Context: an optimization exercise on an open-source flow, tuned for small area and a short achievable clock period. The choices shown serve that exercise and are no tape-out recipe.
In this exercise RTL edits were held to simulation tests only and were not proved equivalent to the original.
Power is estimated from default activity; no workload was simulated.

`flow/config.mk`:
```
export PLATFORM = sky130hd
export DESIGN_NAME = cordic_top
export DESIGN_NICKNAME = cordic_top
export VERILOG_FILES = /design/flow/design.v
export SDC_FILE = /design/flow/constraint.sdc
export NUM_CORES = 4
export LEC_CHECK = 0
export ABC_CLOCK_PERIOD_IN_PS = 150000
export CAP_MARGIN = 20
export CORE_MARGIN = 2
export CORE_UTILIZATION = 40
export SLEW_MARGIN = 20
```
`flow/constraint.sdc`:
```
create_clock -name core_clock -period 200.0 [get_ports {clk}]
set_input_delay 40.0000 -clock core_clock [delete_from_list [all_inputs] [get_ports {clk}]]
set_output_delay 40.0000 -clock core_clock [all_outputs]
set_load 0.01 [all_outputs]
```
`flow/design.v`:
```
module preprocessing #(parameter WIDTH = 32)(
    input wire signed [WIDTH-1:0] angle, 
    output reg signed [WIDTH-1:0] angle_cordic,  
    output reg sine_sign ,  
    output reg cosine_sign   
) ;
localparam signed [WIDTH-1:0] PI = 32'h1921FB54 ;
localparam signed [WIDTH-1:0] TWO_PI = 32'h3243F6A8;
localparam signed [WIDTH-1:0] PI_2 = 32'h0C90FDAA;
localparam THREE_PI_2 = 32'h25B2F8FE ;
reg signed [WIDTH-1:0] angle_normalized ;  
always @(*) begin
    if (angle < 0 ) begin
        angle_normalized = angle + TWO_PI ;
    end else if (angle >= TWO_PI) begin 
        angle_normalized = angle - TWO_PI ;
    end else angle_normalized = angle ;
        if (angle_normalized <= PI_2) begin 
            angle_cordic = angle_normalized ;
            sine_sign = 0 ;
            cosine_sign = 0 ; 
        end else if (angle_normalized <= PI) begin
            angle_cordic = PI - angle_normalized ;
            sine_sign = 0 ;
            cosine_sign = 1 ;
        end else if (angle_normalized <= THREE_PI_2) begin 
            angle_cordic = angle_normalized - PI ;
            sine_sign = 1 ;
            cosine_sign = 1 ;
        end else begin 
            angle_cordic = TWO_PI - angle_normalized  ;
            sine_sign = 1 ;
            cosine_sign = 0 ;
        end
end
endmodule
module cordic_algorithm #(
parameter WIDTH = 32
)(
    input wire clk,
    input wire signed [WIDTH-1:0] angle_cordic,  
   input wire signed [WIDTH-1:0] x_start ,  
   input wire signed [WIDTH-1:0] y_start ,  
    input wire sine_sign ,  
    input wire cosine_sign ,  
    output reg signed [WIDTH-1:0] sine ,  
    output reg signed [WIDTH-1:0] cosine  
) ;
integer i ;
    reg signed [WIDTH-1:0] atan_table [0:WIDTH-1];
    initial begin
        atan_table[00] = 32'h06487ED5;
        atan_table[01] = 32'h03B58CE1;
        atan_table[02] = 32'h01F5B760;
        atan_table[03] = 32'h00FEADD5;
        atan_table[04] = 32'h007FD56F;
        atan_table[05] = 32'h003FFAAB;
        atan_table[06] = 32'h001FFF55;
        atan_table[07] = 32'h000FFFEB;
        atan_table[08] = 32'h0007FFFD;
        atan_table[09] = 32'h00040000;
        atan_table[10] = 32'h00020000;
        atan_table[11] = 32'h00010000;
        atan_table[12] = 32'h00008000;
        atan_table[13] = 32'h00004000;
        atan_table[14] = 32'h00002000;
        atan_table[15] = 32'h00001000;
        atan_table[16] = 32'h00000800;
        atan_table[17] = 32'h00000400;
        atan_table[18] = 32'h00000200;
        atan_table[19] = 32'h00000100;
        atan_table[20] = 32'h00000080;
        atan_table[21] = 32'h00000040;
        atan_table[22] = 32'h00000020;
        atan_table[23] = 32'h00000010;
        atan_table[24] = 32'h00000008;
        atan_table[25] = 32'h00000004;
        atan_table[26] = 32'h00000002;
        atan_table[27] = 32'h00000001;
        atan_table[28] = 32'h00000000;
        atan_table[29] = 32'h00000000;
        atan_table[30] = 32'h00000000;
        atan_table[31] = 32'h00000000;
    end
    reg signed [WIDTH-1:0] x_reg, y_reg, z_reg;
    reg signed [WIDTH-1:0] x_next, y_next, z_next;
        reg signed [WIDTH-1:0] x_prev, y_prev;
    integer j;
    always @(*) begin 
        x_next = x_start ;
        y_next = y_start ;
        z_next = angle_cordic ;
        for (i=0 ; i<WIDTH ; i=i+1) begin
            x_prev = x_next;
            y_prev = y_next;
            if (z_next >= 0) begin
                x_next = x_prev - (y_prev >>> i);
                y_next = y_prev + (x_prev >>> i);
                z_next = z_next - atan_table[i];
            end else begin 
                x_next = x_prev + (y_prev >>> i);
                y_next = y_prev - (x_prev >>> i);
                z_next = z_next + atan_table[i];
            end
        end
    end
    reg sine_sign_reg, cosine_sign_reg;
    always@(posedge clk) begin 
        x_reg <= x_next ;
        y_reg <= y_next ;
        z_reg <= z_next ;
        sine_sign_reg <= sine_sign ;
        cosine_sign_reg <= cosine_sign ;
    if (sine_sign_reg)begin
        sine <= -y_reg ;
    end else sine <= y_reg ;
        if (cosine_sign_reg) begin 
            cosine <= -x_reg ;
        end else cosine <= x_reg ;
    end 
endmodule
module cordic_top #(
    parameter WIDTH = 32
)(
    input  wire clk,
   input  wire signed [WIDTH-1:0] x_start,
   input  wire signed [WIDTH-1:0] y_start,
    input  wire signed [WIDTH-1:0] angle,  
    output wire signed [WIDTH-1:0] sine ,
    output wire signed [WIDTH-1:0] cosine
);
    wire signed [WIDTH-1:0] angle_cordic; 
    wire sine_sign, cosine_sign;
    preprocessing #(.WIDTH (WIDTH)) U0 (
        .angle(angle), 
        .angle_cordic(angle_cordic), 
        .sine_sign(sine_sign), 
        .cosine_sign(cosine_sign)
    );
    cordic_algorithm #(.WIDTH(WIDTH) ) U1 (
        .clk(clk),
        .angle_cordic(angle_cordic),
        .sine_sign(sine_sign), 
        .cosine_sign(cosine_sign),
        .x_start(x_start), 
        .y_start(y_start),
        .sine(sine),
        .cosine(cosine)
    );
endmodule
```
`flow/run.sh`:
```
#!/bin/bash
# synth_recipe.tcl (not shown) runs the flow's synth.tcl, then flattens the netlist and writes it again
# the make line also repeats each setting of config.mk as NAME=value (left out here)
make -C /OpenROAD-flow-scripts/flow DESIGN_CONFIG=/design/flow/config.mk WORK_HOME=/design/flow/orfs CLKGATE_MAP_FILE= SYNTH_SCRIPT=/design/flow/synth_recipe.tcl finish
```
==> run notes <==
kinds of logic after synthesis:
| group | Yosys count |
|---|---|
| buf+inv | 2194 |
| fa+ha+maj | 3059 |
| compound gates | 6289 |
| flops | 130 |
| simple gates | 5219 |
| mux | 175 |
| xor+xnor | 3252 |
layer usage:
layer  GRT usage [%]  vias up  routed length, um  share of wire (%)
li1                -    71666                  -                  -
met1           27.62    63748             192700                 43
met2           43.74     2417             222900                 50
met3           1.345      699              13180                2.9
met4           9.082       10              20360                4.5
met5               0        -                 80              0.018
timing repair:
item / CTS / global route
hold endpoints to repair: 0 / 0
gates cloned: 0 / 10
gates resized for setup: 23 / 512
endpoints found under the setup margin: 37 / 64
pin swaps: 1 / 65
buffers inserted: 1 / 121
final cells by class:
cell class / count / area [um2] / share of cell area (%)
diodes: 2 / 5.005 / 0.003204
clock buffers: 18 / 429.2 / 0.2747
clock inverters: 14 / 195.2 / 0.1249
inverters: 1808 / 6832 / 4.373
multi-input cells: 17999 / 136300 / 87.25
flip-flops and latches: 130 / 2604 / 1.667
well taps: 4794 / 5998 / 3.840
repair buffers: 431 / 3852 / 2.466
placed cells by master, fill, tap and decap left out, types with 65 or more instances in the layout:
cell type	synthesis	routed
buf_4	5	242
xnor2_2	17	71
nand3_1	221	221
dfxtp_1	130	129
fa_1	83	83
nor2_1	1734	1716
or3_1	304	301
o21ai_0	1263	1207
a21boi_0	218	190
o31ai_1	108	102
mux2_2	65	65
a21oi_1	2148	2051
inv_1	1782	1778
o211ai_1	83	83
a211oi_1	80	77
a31oi_1	108	98
nor3_1	433	409
and3_1	94	94
clkdlybuf4s50_1	0	146
a21o_1	661	661
ha_1	2962	2961
nor4_1	77	68
nand4_1	70	70
o21a_1	316	313
nor2b_1	237	225
and2_1	92	90
xnor2_1	2095	2031
o21ai_1	35	87
or2_2	106	106
o21bai_1	815	809
nand2b_1	283	282
nand2_1	1304	1293
mux2i_1	94	93
a21oi_2	3	95
xor2_1	1101	1073
per-stage QoR:
| step | worst slack, ns | cells | utilization [%] | hold slack (ns) |
|---|---|---|---|---|
| 3_3_place_gp | -3.205 | 25029 | 42.12 | 0.3825 |
| 3_5_place_dp | -2.980 | 25030 | 42.13 | 0.3869 |
| 2_1_floorplan | 11.33 | 20318 | - | 0.3519 |
| 5_1_grt | -0.5441 | 25195 | 43.22 | 0.3994 |
| 6_report | 10.27 | 25196 | 43.22 | 0.3865 |
| 4_1_cts | 0.009962 | 25063 | 42.33 | 0.3880 |
==> out/qor.yml <==
outcome:
  status: "timing/DRC/antenna clean"
min_path:
  hold_depth: 0
  worstHoldStart: "U1.y_reg[0]"
  worst_hold_path_type: "reg2reg"
  min_to: "U1.sine[0]"
synth:
  ys_seq_elements: 130
  synth_top_family_by_area: "compound AO/OA/AOI/OAI gates"
  syn_avg_cell_area_um2: 7.133
  yosys.area_share.simple_pct: 17.09
  syn_area_mm2: 0.1449
  synth.most_common_cell: "ha_1"
  synth_top_area_share_pct: 25.57
  synthTopCellsByArea: "ha_1 (26%), xnor2_1 (13%), a21oi_1 (7.4%)"
  yosysSeqAreaShare_pct: 1.796
  synth.largest_area_cell: "ha_1"
  ys_warn_count: 2
  ys.flop_type: "dfxtp_1"
  synth_compound_area_share_pct: 27.10
  syn_nets: 23460
  synthCells: 20318
  synthMuxAreaShare_pct: 1.341
  yosys-top-cells-count: "ha_1 (2,962), a21oi_1 (2,148), xnor2_1 (2,095)"
  yosys.area_share.adder_pct: 26.82
  synth_edf_count: 0
  ys_types: 133
  synth_xor_area_share_pct: 20.13
  synthArstFlopShare_pct: 0
critical_path:
  rr_worst_depth: 10
  r2r-end: "U1.cosine[31]"
  startpoint_type: "primary input"
  end_kind: "flip-flop"
  reg2reg_setup_slack_ns: 196.41
  critPathMaxFanout: 43
  reg2reg_from: "U1.x_reg[2]"
  cp_slowest_cell: "a2111oi_4"
  crit_buf_inv: 42
  crit_end: "U1.y_reg[31]"
  path_class: "in2reg"
  arrival_ns: 190.11
  path_delay_family: "compound AO/OA/AOI/OAI gates"
  cp_num_cells: 1139
  crit_required_ns: 200.38
  slowest_delay_ns: 0.71
  crit_start: "angle[25]"
  crit_top_cell: "a21o_1"
sta:
  setup_viol: 0
  hold_viol: 0
  fin_setup_tns_ns: 0
  relSlewSlack_pct: 23.85
  skew_ns: 0.04604
  clock.fmax_mhz: 5.271
  worst_slew_pin_slew_ns: 1.138
  slew_viol_final: 0
  period_needed_ns: 189.73
  period_share_pct: 94.87
floorplan:
  start_util_pct: 40.10
  core_area_mm2: 0.3614
  ios: 161
  die_area_mm2: 0.3671
  chipWidth_um: 605.9
  fp.dieH_um: 605.9
  placementRows: 221
power_and_ir_drop:
  peakVddDrop_mv: 6.124
  pg_comb_mw: 2800
  p_leak_nw: 74.93
  intPower_mw: 1158
  seq_power_mw: 1.70
  swShare_pct: 58.73
  comb_power_share_pct: 99.9
  power_mw: 2806
  powerDensity_mw_per_mm2: 17970
  power.clock.fraction_pct: 0
  pg_clk_mw: 0.0353
  p_switching_mw: 1648
  power.group.top: "combinational logic"
  pwr-share-seq_pct: 0.1
routing:
  drt-pass1-iter-count: 6
  drc: 0
  vias_per_cell: 5.498
  num_vias: 138540
  routed_wl_mm: 449.2
  ant_nets: 0
  drtIter0Drc: 7802
  wl_per_cell_um: 17.83
placed_design:
  place_area_mm2: 0.1522
  gp_congestion: 0.9537
  numPortBuffers: 160
  dp_hpwl_mm: 386.4
clocking:
  cts_hold_buffers: 0
  tritoncts: "built"
  htreeDepth: 4
  clkLatencyLatePin_ns: 0.48
  clk_pin_slew_ns: 0.08
  cts_buffers: 17
  root_buffer: "clkbuf_16"
  clock_sinks: 130
  clockBufferDepth: 2
global_routing:
  grt_pass1_wl_mm: 703.2
  grt_overflow: 0
  grt_max_degree: 62
  grt_usage_pct: 23.37
  grt_pass1_vias: 131496
  antenna_found_initial: 11
final_layout:
  nFillCells: 37470
  stdcell_area_mm2: 0.1562
  area_growth_pct: 7.788
  layout-drive-gt1-share_pct: 5.010
  num-nets-final: 23529
job:
  maxCapViolations: 0

==> separate check: timing with driven ports <==
In the flow no input, the clock included, has a driving cell. The finished layout below was timed again as built, in two steps. Step 1, drivers: a clkbuf_16 drives clk and a buf_2 each remaining input, both assumed. Step 2 times the ports against the registers' clock, not the clock port: input delays grow and output delays shrink by t, the midpoint of the rising clock arrivals with the driver on. a / b / c = ideal ports / drivers / drivers and shift; a / b = the first two.
t (ns): 0.533
setup WS [ns]: 10.268 / 10.318 / 9.785
hold slack, ns: 0.386 / 0.386 / 0.386
slew at the worst register clock pin (ns): 0.11 / 0.11
After both steps this run still meets setup and hold. The setup slack of this run moves by +0.050 ns with the drivers and by -0.483 ns with both steps.
